This is an optimization exercise on Yosys and OpenROAD, whose aim is small area, not a production implementation.
At most, simulation tests tie the RTL to the original design; equivalence was not proved.
The flow treats the clock pin as an ideal source, which a real chip does not have.
Power and IR drop assume default switching activity.

== the previous run ==
==> module firFilter, before the edit <==
module firFilter(dataOut1,r_out,dataIn1,rIn1, clk, rst, enable);
input clk,rst,enable;
output [16-1:0]dataOut1;
output r_out;
input [16-1:0]dataIn1;
input rIn1;
localparam L = 8;
reg mR;                      
reg [2:0] n;                 
reg [15:0] x, a1, o;         
reg [15:2] a2;               
wire [1:0] a2l = {d[1] ^ d[0], d[0]};
reg [13:0] d;                
reg c2, c1, co;              
always @(posedge clk) begin
  if (rst) begin
    mR <= 1'b0;
    n  <= 3'd0;
  end else if (enable) begin
    mR <= rIn1;
    n  <= {mR & n[1] & ~n[0], mR & (n[1] | n[0]), mR & ~n[1]};
  end
end
wire [15:0] s3;              
wire [15:0] k3;              
wire [15:2] a2n;
wire [15:0] a2c;             
genvar i;
generate
  for (i = 2; i <= 14; i = i + 1) begin : csa
    FA u (.a(d[i-2]), .b(x[i-1]), .ci(x[i]), .s(s3[i]), .co(k3[i+1]));
  end
endgenerate
assign s3[15] = d[13] ^ x[14] ^ x[15];
assign a2c[1] = x[1] & x[0];
HA a2h2 (.a(s3[2]), .b(a2c[1]), .s(a2n[2]), .co(a2c[2]));
generate
  for (i = 3; i < L; i = i + 1) begin : a2lo
    FA u (.a(s3[i]), .b(k3[i]), .ci(a2c[i-1]), .s(a2n[i]), .co(a2c[i]));
  end
endgenerate
HA a2hL (.a(s3[L]), .b(k3[L]), .s(a2n[L]), .co(a2c[L]));
generate
  for (i = L + 1; i <= 14; i = i + 1) begin : a2hi
    FA u (.a(s3[i]), .b(k3[i]), .ci(a2c[i-1]), .s(a2n[i]), .co(a2c[i]));
  end
endgenerate
assign a2n[15] = s3[15] ^ k3[15] ^ a2c[14];
wire [15:0] a1n;
wire [15:0] a1c;
assign a1n[0] = a2l[0];
HA a1h1 (.a(a2l[1]), .b(x[0]), .s(a1n[1]), .co(a1c[1]));
generate
  for (i = 2; i < L; i = i + 1) begin : a1lo
    FA u (.a(a2[i]), .b(x[i-1]), .ci(a1c[i-1]), .s(a1n[i]), .co(a1c[i]));
  end
endgenerate
FA a1fL (.a(a2[L]), .b(x[L-1]), .ci(c2), .s(a1n[L]), .co(a1c[L]));
generate
  for (i = L + 1; i <= 14; i = i + 1) begin : a1hi
    FA u (.a(a2[i]), .b(x[i-1]), .ci(a1c[i-1]), .s(a1n[i]), .co(a1c[i]));
  end
endgenerate
assign a1n[15] = a2[15] ^ x[14] ^ a1c[14];
wire [15:0] on;
wire [15:0] oc;
HA oh0 (.a(a1[0]), .b(x[0]), .s(on[0]), .co(oc[0]));
generate
  for (i = 1; i < L; i = i + 1) begin : olo
    FA u (.a(a1[i]), .b(x[i]), .ci(oc[i-1]), .s(on[i]), .co(oc[i]));
  end
endgenerate
FA ofL (.a(a1[L]), .b(x[L]), .ci(c1), .s(on[L]), .co(oc[L]));
generate
  for (i = L + 1; i <= 14; i = i + 1) begin : ohi
    FA u (.a(a1[i]), .b(x[i]), .ci(oc[i-1]), .s(on[i]), .co(oc[i]));
  end
endgenerate
assign on[15] = a1[15] ^ x[15] ^ oc[14];
always @(posedge clk) begin
  if (enable) begin
    x  <= dataIn1;
    d  <= x[13:0];
    a2 <= a2n;
    c2 <= a2c[L-1];
    a1 <= a1n;
    c1 <= a1c[L-1];
    o  <= on;
    co <= oc[L-1];
  end
end
wire [15:0] inc;             
assign inc[L] = co;
generate
  for (i = L; i <= 14; i = i + 1) begin : oinc
    HA u (.a(o[i]), .b(inc[i]), .s(dataOut1[i]), .co(inc[i+1]));
  end
endgenerate
assign dataOut1[15] = o[15] ^ inc[15];
assign dataOut1[L-1:0] = o[L-1:0];
assign r_out = n[2];
endmodule
clock: 4.0 ns
lec_check: 0
cap_margin: 20
core_margin: 2
core_utilization: 40
place_density: 0.75
slew_margin: 20
synth_hierarchical: 1
synth_minimum_keep_size: 0
standard.sh (not shown) runs the stock make flow with config.mk's settings and CLKGATE_MAP_FILE= SYNTH_SCRIPT=/design/flow/synth_recipe.tcl, a recipe that flattens the netlist after the stock synthesis.
==> flow/flow/run.sh <==
#!/bin/bash
# The standard layout, with four changes: the smallest buffer (buf_1) on
# every input and output port, no dummy loads in the clock tree, the clock
# tree's leaf buffers downsized where the flip-flop clock-pin slew allows, and
# setup repair limited to resizing and pin swaps (no new buffers).
set -euo pipefail
export BUFFER_PORTS_ARGS="-buffer_cell sky130_fd_sc_hd__buf_1"
export CTS_ARGS="-sink_clustering_enable -repair_clock_nets -dont_use_dummy_load"
export POST_CTS_TCL="$(pwd)/flow/downsize_clk.tcl"
export SETUP_MOVE_SEQUENCE="unbuffer,sizeup,swap"
bash standard.sh finish > standard_finish.log 2>&1
==> flow/flow/downsize_clk.tcl <==
estimate_parasitics -placement
proc clk_pin_slew_max {} {
  set worst 0.0
  foreach p [get_pins -hierarchical */CLK] {
    foreach prop {slew_max_rise slew_max_fall} {
      set s [get_property $p $prop]
      if {$s > $worst} { set worst $s }
    }
  }
  return $worst
}
set slew_limit 0.112
set setup0 [sta::worst_slack_cmd max]
set hold0 [sta::worst_slack_cmd min]
puts "clock downsizing: start slew [clk_pin_slew_max] setup $setup0 hold $hold0"
set sizes {sky130_fd_sc_hd__clkbuf_1 sky130_fd_sc_hd__clkbuf_2 sky130_fd_sc_hd__clkbuf_4 sky130_fd_sc_hd__clkbuf_8 sky130_fd_sc_hd__clkbuf_16}
foreach inst [get_cells clkbuf_*_f_clk] {
  set name [get_full_name $inst]
  set orig [get_property $inst ref_name]
  set idx [lsearch $sizes $orig]
  if {$idx < 0} { continue }
  set best $orig
  for {set i [expr {$idx - 1}]} {$i >= 0} {incr i -1} {
    set cand [lindex $sizes $i]
    replace_cell $inst $cand
    estimate_parasitics -placement
    set sl [clk_pin_slew_max]
    set su [sta::worst_slack_cmd max]
    set ho [sta::worst_slack_cmd min]
    puts "clock downsizing: try $name $cand slew $sl setup $su hold $ho"
    if {$sl <= $slew_limit && $su >= -20e-12 && $ho >= 50e-12} {
      set best $cand
    } else {
      break
    }
  }
  replace_cell $inst $best
  estimate_parasitics -placement
  puts "clock downsizing: $name $orig -> $best"
}
puts "clock downsizing: end slew [clk_pin_slew_max] setup [sta::worst_slack_cmd max] hold [sta::worst_slack_cmd min]"
detailed_placement
check_placement
The previous run: done, clean on timing, DRC and antenna
Input changes introduced in the current run (baseline for comparison: the previous run):
-- flow/design.v --
<<< the previous run, line 24
input [16-1:0]dataIn1;
input rIn1;
localparam L = 8;
reg mR;                      
reg [2:0] n;                 
reg [15:0] x, a1, o;         
reg [15:2] a2;               
wire [1:0] a2l = {d[1] ^ d[0], d[0]};
reg [13:0] d;                
reg c2, c1, co;              
always @(posedge clk) begin
>>> the current run, line 24
input [16-1:0]dataIn1;
input rIn1;
localparam L = 9;
reg mR;                      
reg [2:0] n;                 
reg [15:0] x, a1, o;         
reg [13:0] d;                
reg [15:2] a2;               
wire [1:0] a2l = {d[1] ^ d[0], d[0]};
reg c2, c1, co;              
always @(posedge clk) begin
<<< the previous run, line 41
  end
end
wire [15:0] s3;              
wire [15:0] k3;              
wire [15:2] a2n;
wire [15:0] a2c;             
genvar i;
generate
>>> the current run, line 41
  end
end
wire [15:2] s3;              
wire [15:3] k3;              
wire [15:2] a2n;
wire [14:1] a2c;             
genvar i;
generate
<<< the previous run, line 67
assign a2n[15] = s3[15] ^ k3[15] ^ a2c[14];
wire [15:0] a1n;
wire [15:0] a1c;
assign a1n[0] = a2l[0];
HA a1h1 (.a(a2l[1]), .b(x[0]), .s(a1n[1]), .co(a1c[1]));
generate
  for (i = 2; i < L; i = i + 1) begin : a1lo
>>> the current run, line 67
assign a2n[15] = s3[15] ^ k3[15] ^ a2c[14];
wire [15:0] a1n;
wire [14:1] a1c;
assign a1n[0] = a2l[0];
assign a1n[1] = a2l[1] ^ x[0];
assign a1c[1] = a2l[1] & x[0];
generate
  for (i = 2; i < L; i = i + 1) begin : a1lo
<<< the previous run, line 83
assign a1n[15] = a2[15] ^ x[14] ^ a1c[14];
wire [15:0] on;
wire [15:0] oc;
HA oh0 (.a(a1[0]), .b(x[0]), .s(on[0]), .co(oc[0]));
generate
  for (i = 1; i < L; i = i + 1) begin : olo
>>> the current run, line 84
assign a1n[15] = a2[15] ^ x[14] ^ a1c[14];
wire [15:0] on;
wire [14:0] oc;
assign on[0] = a1[0] ^ x[0];
assign oc[0] = a1[0] & x[0];
generate
  for (i = 1; i < L; i = i + 1) begin : olo
<<< the previous run, line 109
  end
end
wire [15:0] inc;             
assign inc[L] = co;
generate
>>> the current run, line 111
  end
end
wire [15:L] inc;             
assign inc[L] = co;
generate
### Flow results
The current run finished all stages; the layout is clean.
On clock skew: between the current run and the previous run, it ends up higher for the previous run.
Relative to the previous run, the final cell area reported for the current run is lower.
Taking the previous run as the reference, in the current run area fraction in and, or, nand and nor cells after synthesis was more or less identical, clock share of power +0.2 points.
Adder-cell share of the synthesized area in the current run vs the previous run: down 0.29 points
Compared with the previous run, in the current run relative contribution of combinational cells to total power now smaller, share of power burned in registers essentially unchanged, core utilization fell by 0.27 points, sequential share of cell area moved up, global-route usage comparable.
The current run and the previous run ended up with nearly the same synthesized area.
The current run vs. the previous run: final critical-path required period went up by 0.031 ns.
Function not checked in the previous run: the RTL went through the layout flow alone.

[separate check: timing with driven ports]
The flow's constraints put no driver on any port. The routed layouts listed below were extracted and timed again, unchanged, in two steps.
Step 1, drivers: a clkbuf_16 drives clk and a buf_2 each remaining input, both assumed.
Step 2, shift: input delay + t, output delay - t, t = (earliest + latest rising clock arrival at the registers) / 2. This alone moves slack from input paths to output paths.
Three values: ideal ports, drivers, drivers and shift; two values: the first two.
| run | t (ns) | setup slack, ns | worst setup path at the end | latest minus earliest clock arrival (ns) |
|---|---|---|---|---|
| the previous run | 0.358 | 0.138 / 0.138 / 0.138 | register to register | 0.039 / 0.039 |
| the current run | 0.357 | 0.108 / 0.108 / 0.108 | register to register | 0.031 / 0.030 |
After both steps setup and hold are still met in every run listed.
